From an optimization exercise on the open Yosys and OpenROAD flow, aimed at small area; shortcuts taken in it are not production practice. At most, simulation tests tie the RTL to the original design; equivalence was not proved. Power figures rest on the tool's default switching activity, not on a simulated workload.

Setup of build 61:
Design AHBPERIPH, start of the top module:
module AHBPERIPH(
  input  wire        HCLK,
  input  wire        HRESETn,
  input  wire [31:0] HADDR,
  input  wire [1:0]  HTRANS,
  input  wire        HWRITE,
  input  wire [31:0] HWDATA,
  output wire [31:0] HRDATA,
  output wire        HREADY,
  input  wire        RsRx,
  output wire        RsTx,
  input  wire        capture_event,
  output wire        PWM_OUT,
  input  wire [15:0] GPIOIN,
  output wire [15:0] GPIOOUT,
  output wire [6:0]  seg,
  output wire        dp,
  output wire [3:0]  an,
  output wire        uart_irq,
  output wire        timer_irq,
  output wire        gpio_irq
);
clock: 10.0 ns
lec_check: 0
cap_margin: 20
core_margin: 2
core_utilization: 40
place_density: 0.6
slew_margin: 20
standard.sh (not shown) runs the stock make flow with config.mk's settings and CLKGATE_MAP_FILE= SYNTH_SCRIPT=/design/flow/synth_recipe.tcl, a recipe that flattens the netlist after the stock synthesis.
==> flow/flow/run.sh <==
#!/bin/bash
set -euo pipefail
W=$PWD
# Synthesis script: synth_recipe.tcl with abc's -script argument replaced.
{
  echo "proc abc {args} {"
  echo "  set i [lsearch -exact \$args -script]"
  echo "  if {\$i >= 0} { lset args [expr {\$i + 1}] $W/flow/area.abc }"
  echo "  yosys abc {*}\$args"
  echo "}"
  cat synth_recipe.tcl
} > my_synth.tcl
sed "s|SYNTH_SCRIPT=[^ ]*|SYNTH_SCRIPT=$W/my_synth.tcl|" standard.sh > my_standard.sh
grep -q "SYNTH_SCRIPT=$W/my_synth.tcl" my_standard.sh
export BUFFER_PORTS_ARGS="-buffer_cell sky130_fd_sc_hd__buf_1"
export CTS_ARGS="-sink_clustering_enable -repair_clock_nets -dont_use_dummy_load -buf_list sky130_fd_sc_hd__clkbuf_4 -root_buf sky130_fd_sc_hd__clkbuf_16 -sink_clustering_size 9 -sink_clustering_max_diameter 40"
bash my_standard.sh > standard.log 2>&1
==> flow/flow/area.abc <==
strash
dc2
&get -n
&deepsyn -T 30
&put
dc2
dch -f
amap -m -F 4 -A 8
Build 61 closes out successfully: all stages finished, all timing, DRC and antenna checks passed.
Changes in build 71 relative to build 61:
Settings: PLACE_DENSITY changed from 0.6 to 0.8; CORE_UTILIZATION changed from 40 to 65.
[summary]
Build 71 ran to completion and came out clean on the timing, design-rule and antenna checks.
Going from build 61 to build 71, post-layout minimum cycle time increased 0.049 ns; number of fillers in the final layout lower; fraction of the mapped netlist area in compound gates closely matched the old numbers; final area fell about 1.7%; total power shows a reduction of about 1.5%.
Comparing build 71 against build 61, there is no change at all in number of enable flip-flop cells after synthesis.
Diff build 61 -> build 71: non-filler instance count after layout shows a reduction of 340; first-pass iteration count of the detailed router grew by 2.
Edits applied to the flow inputs when going from build 71 to build 35:
--- a/flow/flow/run.sh
+++ b/flow/flow/run.sh
@@ -15,3 +15,3 @@
 export BUFFER_PORTS_ARGS="-buffer_cell sky130_fd_sc_hd__buf_1"
-export CTS_ARGS="-sink_clustering_enable -repair_clock_nets -dont_use_dummy_load -buf_list sky130_fd_sc_hd__clkbuf_4 -root_buf sky130_fd_sc_hd__clkbuf_16 -sink_clustering_size 9 -sink_clustering_max_diameter 40"
+export CTS_ARGS="-sink_clustering_enable -repair_clock_nets -dont_use_dummy_load -buf_list sky130_fd_sc_hd__clkbuf_4 -root_buf sky130_fd_sc_hd__clkbuf_16 -sink_clustering_size 10 -sink_clustering_max_diameter 40"
 bash my_standard.sh > standard.log 2>&1
Results
Compared to build 71, build 35 has routed wire length 0.37% lower.
Per the comparison of build 35 with build 71, share of total power in the clock network lower, worst setup slack lower.
Diff build 35..build 71 | count of max-cap constraint violations | unchanged
Between build 71 and build 35, the logic gate share of total power figures differ only marginally.
Having completed the whole flow, build 35 delivered a layout that passed the timing, design-rule and antenna checks.
Of the two values seen for capturing instance or port of the critical path, nvalue[23] was produced by build 71 and nvalue[27] by build 35.
Inputs modified between build 35 and build 43:
Settings: CORE_UTILIZATION now 40, was 65; PLACE_DENSITY now 0.6, was 0.8.
--- a/flow/flow/run.sh
+++ b/flow/flow/run.sh
@@ -15,3 +15,3 @@
 export BUFFER_PORTS_ARGS="-buffer_cell sky130_fd_sc_hd__buf_1"
-export CTS_ARGS="-sink_clustering_enable -repair_clock_nets -dont_use_dummy_load -buf_list sky130_fd_sc_hd__clkbuf_4 -root_buf sky130_fd_sc_hd__clkbuf_16 -sink_clustering_size 10 -sink_clustering_max_diameter 40"
+export CTS_ARGS="-sink_clustering_enable -repair_clock_nets -dont_use_dummy_load -buf_list {sky130_fd_sc_hd__clkbuf_2 sky130_fd_sc_hd__clkbuf_4 sky130_fd_sc_hd__clkbuf_8} -root_buf sky130_fd_sc_hd__clkbuf_16 -sink_clustering_size 9 -sink_clustering_max_diameter 40"
 bash my_standard.sh > standard.log 2>&1
[summary]
Clock-buffer cell count up 13 in build 43 wrt build 35
Diff build 35 -> build 43: number of well taps now sits higher; power density over the cells now sits higher; setup total negative slack now sits at about the same level.

========
Another version of the RTL of AHBPERIPH (not shown whole).
Size: ~2100 cells after synthesis, roughly 630 flip-flops, roughly 150 I/O pins, roughly 29000 sq um of cells after synthesis.
Settings: LEC_CHECK=0, CAP_MARGIN=20, CORE_MARGIN=2, CORE_UTILIZATION=40, PLACE_DENSITY=0.6, SLEW_MARGIN=20; clock period 10.0 ns.
run.sh (not shown) runs the stock make flow with config.mk's settings and CLKGATE_MAP_FILE= SYNTH_SCRIPT=/design/flow/synth_recipe.tcl, a recipe that flattens the netlist after the stock synthesis.
Stock flow here: none of the scripts above is used.
The baseline finished with timing, DRC and antenna clean.
==> next run, changes <==
Settings changed: CORE_UTILIZATION 40 to 60, CTS_BUF_LIST set to sky130_fd_sc_hd__clkbuf_4, PLACE_DENSITY 0.6 to 0.7.
=> Hold slack improves by 4.0 ps; cell area fell by about 1.6%; non-clock buffer count fell by 2; die area fell by 33%; clock power fell by 9.1%; final cell count fell by 5.2%; power fell by about 4%; wire length fell by 2.5%.
No functional check of the RTL was part of any run of this note.

========
job 8438:
Another version of the RTL of AHBPERIPH (not shown whole).
For scale: roughly 630 flip-flops, roughly 150 I/O pins, about 0.027 mm^2 of cells after synthesis.
==> flow/config.mk <==
export PLATFORM = sky130hd
export DESIGN_NAME = AHBPERIPH
export DESIGN_NICKNAME = AHBPERIPH
export VERILOG_FILES = /design/flow/design.v
export SDC_FILE = /design/flow/constraint.sdc
export NUM_CORES = 4
export LEC_CHECK = 0
export CAP_MARGIN = 20
export CORE_MARGIN = 2
export CORE_UTILIZATION = 40
export PLACE_DENSITY = 0.6
export SLEW_MARGIN = 20
==> flow/constraint.sdc <==
create_clock -name core_clock -period 10.0 [get_ports {HCLK}]
set_input_delay 2.0000 -clock core_clock [delete_from_list [all_inputs] [get_ports {HCLK}]]
set_output_delay 2.0000 -clock core_clock [all_outputs]
set_load 0.01 [all_outputs]
standard.sh (not shown) runs the stock make flow with config.mk's settings and CLKGATE_MAP_FILE= SYNTH_SCRIPT=/design/flow/synth_recipe.tcl, a recipe that flattens the netlist after the stock synthesis.
==> flow/flow/run.sh <==
#!/bin/bash
set -euo pipefail
W=$PWD
# Synthesis script: synth_recipe.tcl with abc's -script argument replaced.
{
  echo "proc abc {args} {"
  echo "  set i [lsearch -exact \$args -script]"
  echo "  if {\$i >= 0} { lset args [expr {\$i + 1}] $W/flow/area.abc }"
  echo "  yosys abc {*}\$args"
  echo "}"
  cat synth_recipe.tcl
} > my_synth.tcl
sed "s|SYNTH_SCRIPT=[^ ]*|SYNTH_SCRIPT=$W/my_synth.tcl|" standard.sh > my_standard.sh
grep -q "SYNTH_SCRIPT=$W/my_synth.tcl" my_standard.sh
export BUFFER_PORTS_ARGS="-buffer_cell sky130_fd_sc_hd__buf_1"
export CTS_ARGS="-sink_clustering_enable -repair_clock_nets -dont_use_dummy_load -buf_list sky130_fd_sc_hd__clkbuf_4 -root_buf sky130_fd_sc_hd__clkbuf_16 -sink_clustering_size 11 -sink_clustering_max_diameter 45"
bash my_standard.sh > standard.log 2>&1
==> flow/flow/area.abc <==
strash
dc2
dch -f
amap -m -F 4 -A 8
Job 8438 went all the way through the flow, and no timing, DRC or antenna check failed.
Edits applied to the flow inputs when going from job 8438 to job 8503:
==> flow/flow/run.sh <==
#!/bin/bash
set -e
cp standard.sh standard.sh.copy.txt
export BUFFER_PORTS_ARGS="-buffer_cell sky130_fd_sc_hd__buf_1"
export CTS_ARGS="-sink_clustering_enable -repair_clock_nets -dont_use_dummy_load -buf_list sky130_fd_sc_hd__clkbuf_4"
bash standard.sh > standard.log 2>&1
removed: flow/flow/area.abc
[summary]
Setup slack, job 8438 and job 8503: higher on job 8503. Job 8503 finished every step from synthesis to the final layout, and the layout passed the timing, design-rule and antenna checks. Changes observed in job 8503 relative to job 8438: number of distinct standard cells referenced by the synthesized netlist went up 31; wire length went down 8600 um. | cell depth of the worst hold path | higher: job 8503 |. Per the comparison of job 8503 with job 8438, part of the cycle the worst path needs decreased by 15 points relative to the old numbers, pin slew with the least headroom to its limit decreased by 9.3 ps relative to the old numbers, clock network power increased by 21% relative to the old numbers.
diff inputs: job 8503 => job 2638
# job 8503
export LEC_CHECK = 0
export CAP_MARGIN = 20
export CORE_MARGIN = 2
export CORE_UTILIZATION = 40
export PLACE_DENSITY = 0.6
export SLEW_MARGIN = 20
create_clock -name core_clock -period 10.0 [get_ports {HCLK}]
# job 2638
export LEC_CHECK = 0
export CAP_MARGIN = 20
export CORE_MARGIN = 2
export CORE_UTILIZATION = 55
export PLACE_DENSITY = 0.7
export SLEW_MARGIN = 20
create_clock -name core_clock -period 10.0 [get_ports {HCLK}]
==> flow/flow/run.sh <==
#!/bin/bash
set -euo pipefail
W=$PWD
# Synthesis script: synth_recipe.tcl with abc's -script argument replaced.
{
  echo "proc abc {args} {"
  echo "  set i [lsearch -exact \$args -script]"
  echo "  if {\$i >= 0} { lset args [expr {\$i + 1}] $W/flow/area.abc }"
  echo "  yosys abc {*}\$args"
  echo "}"
  cat synth_recipe.tcl
} > my_synth.tcl
sed "s|SYNTH_SCRIPT=[^ ]*|SYNTH_SCRIPT=$W/my_synth.tcl|" standard.sh > my_standard.sh
grep -q "SYNTH_SCRIPT=$W/my_synth.tcl" my_standard.sh
export BUFFER_PORTS_ARGS="-buffer_cell sky130_fd_sc_hd__buf_1"
export CTS_ARGS="-sink_clustering_enable -repair_clock_nets -dont_use_dummy_load -buf_list sky130_fd_sc_hd__clkbuf_4 -root_buf sky130_fd_sc_hd__clkbuf_16 -sink_clustering_size 8 -sink_clustering_max_diameter 40"
bash my_standard.sh > standard.log 2>&1
==> flow/flow/area.abc (new file) <==
strash
dc2
dch -f
amap -m -F 4 -A 8
--- outcome ---
Effective utilization at floorplan was lower in the run labelled job 8503.
Re combinational power share: job 8503 and job 2638 aren't equal, and the lower value belongs to job 2638.
Job 2638 — routed via count 19% higher, job 8503 as reference
As far as number of enable-type register cells in the synthesized netlist goes, job 2638 and job 8503 are indistinguishable; the numbers are identical.
Comparing global-route wire length before repair for job 8503 and job 2638, the bigger number came from job 2638.
Job 2638 has proportion of cell area occupied by registers above what job 8503 had.
Global routing met3 resource utilization in job 2638 vs job 8503: up 2.2 points
Job 2638 vs job 8503: routed wire length up in job 2638
Per the comparison of job 2638 with job 8503, initial detailed-routing violation count higher, pin slew with the least headroom to its limit lower.
Edits applied to the flow inputs when going from job 2638 to job 7704:
# job 2638
export LEC_CHECK = 0
export CAP_MARGIN = 20
export CORE_MARGIN = 2
export CORE_UTILIZATION = 55
export PLACE_DENSITY = 0.7
export SLEW_MARGIN = 20
create_clock -name core_clock -period 10.0 [get_ports {HCLK}]
# job 7704
export LEC_CHECK = 0
export CAP_MARGIN = 20
export CORE_MARGIN = 2
export CORE_UTILIZATION = 40
export PLACE_DENSITY = 0.6
export SLEW_MARGIN = 20
create_clock -name core_clock -period 10.0 [get_ports {HCLK}]
[summary]
- The total area of multi-input combinational cells was comparable across job 7704 and job 2638.
- Job 7704 | status: complete | timing, DRC, antenna: pass
- Diff job 2638..job 7704 | portion of the layout cell area used by non-clock buffers | negligible
- Static leakage essentially unchanged between job 7704 and job 2638.
- Compared with job 2638, in job 7704 overall routed net length rose 3.5%; count of plain and timing-repair buffers about even; net switching fraction of the power fell 0.21 points.
- The worst setup path endpoint comes out HRDATA[2] in one run and HRDATA[0] in the other, namely in job 2638 and job 7704 respectively.
Changes in job 3041 relative to job 7704:
-- flow/flow/run.sh --
<<< job 7704, line 16
export CTS_ARGS="-sink_clustering_enable -repair_clock_nets -dont_use_dummy_load -buf_list sky130_fd_sc_hd__clkbuf_4 -root_buf sky130_fd_sc_hd__clkbuf_16 -sink_clustering_size 8 -sink_clustering_max_diameter 40"
>>> job 3041, line 16
export CTS_ARGS="-sink_clustering_enable -repair_clock_nets -dont_use_dummy_load -buf_list sky130_fd_sc_hd__clkbuf_8 -sink_clustering_size 14 -sink_clustering_max_diameter 50"
Results
Comparing job 7704 against job 3041, there is no change at all in number of buffers between clock root and the deepest sink. Minimum clock period after layout: job 3041 vs job 7704 up 24 ps. Between job 7704 and job 3041, the difference in first-pass GRT wire length is negligible. Placer's final routability congestion estimate: job 3041 vs job 7704 identical. Taking job 7704 as the reference, in job 3041 final-layout non-clock buffer area share closely matched the old numbers; number of well taps closely matched the old numbers; worst hold margin decreased by 6.5 ps relative to the old numbers; post-route clock period utilization increased by 0.24 points relative to the old numbers. Job 7704 → job 3041: setup slack has decreased; clock-buffer cell count dropped 31.
No functional check of the RTL was part of any run of this note.

-- afterwards: timing with drivers on the ports --
No port has a modelled driver above. Below, the same layouts with a new extraction and two added sets of constraints. Step 1, drivers: a clkbuf_16 drives HCLK and a buf_2 each remaining input, both assumed. Step 2, shift: input delay + t, output delay - t, t = (earliest + latest rising clock arrival at the registers) / 2. This alone moves slack from input paths to output paths. Three values: ideal ports, drivers, drivers and shift; two values: the first two.
| run | t, ns | setup slack, ns | worst setup path at the end | worst register clock-pin slew, ns | worst data-port slew with drivers (ns) |
|---|---|---|---|---|---|
| build 61 | 0.619 | 1.009 / 1.009 / 1.009 | register to register | 0.11 / 0.11 | 0.06 |
| build 71 | 0.613 | 0.960 / 0.960 / 0.960 | register to register | 0.11 / 0.11 | 0.06 |
| build 35 | 0.619 | 0.950 / 0.950 / 0.950 | register to register | 0.12 / 0.12 | 0.06 |
| build 43 | 0.618 | 0.961 / 0.961 / 0.961 | register to register | 0.07 / 0.07 | 0.06 |
| the first run of note 2 | 0.680 | 3.410 / 3.345 / 4.025 | register to output | 0.06 / 0.06 | 0.06 |
| the second run of note 2 | 1.039 | 3.003 / 2.947 / 3.986 | register to output | 0.07 / 0.07 | 0.09 |
| job 8438 | 0.639 | 2.345 / 2.287 / 2.927 | register to output | 0.12 / 0.12 | 0.08 |
| job 8503 | 0.962 | 3.828 / 3.766 / 4.727 | register to output | 0.07 / 0.07 | 0.10 |
| job 2638 | 0.635 | 2.385 / 2.326 / 2.961 | register to output | 0.10 / 0.10 | 0.10 |
| job 7704 | 0.618 | 2.372 / 2.314 / 2.932 | register to output | 0.09 / 0.09 | 0.07 |
| job 3041 | 0.710 | 2.348 / 2.294 / 3.003 | register to output | 0.09 / 0.09 | 0.07 |
After both steps setup and hold are still met in every run listed.
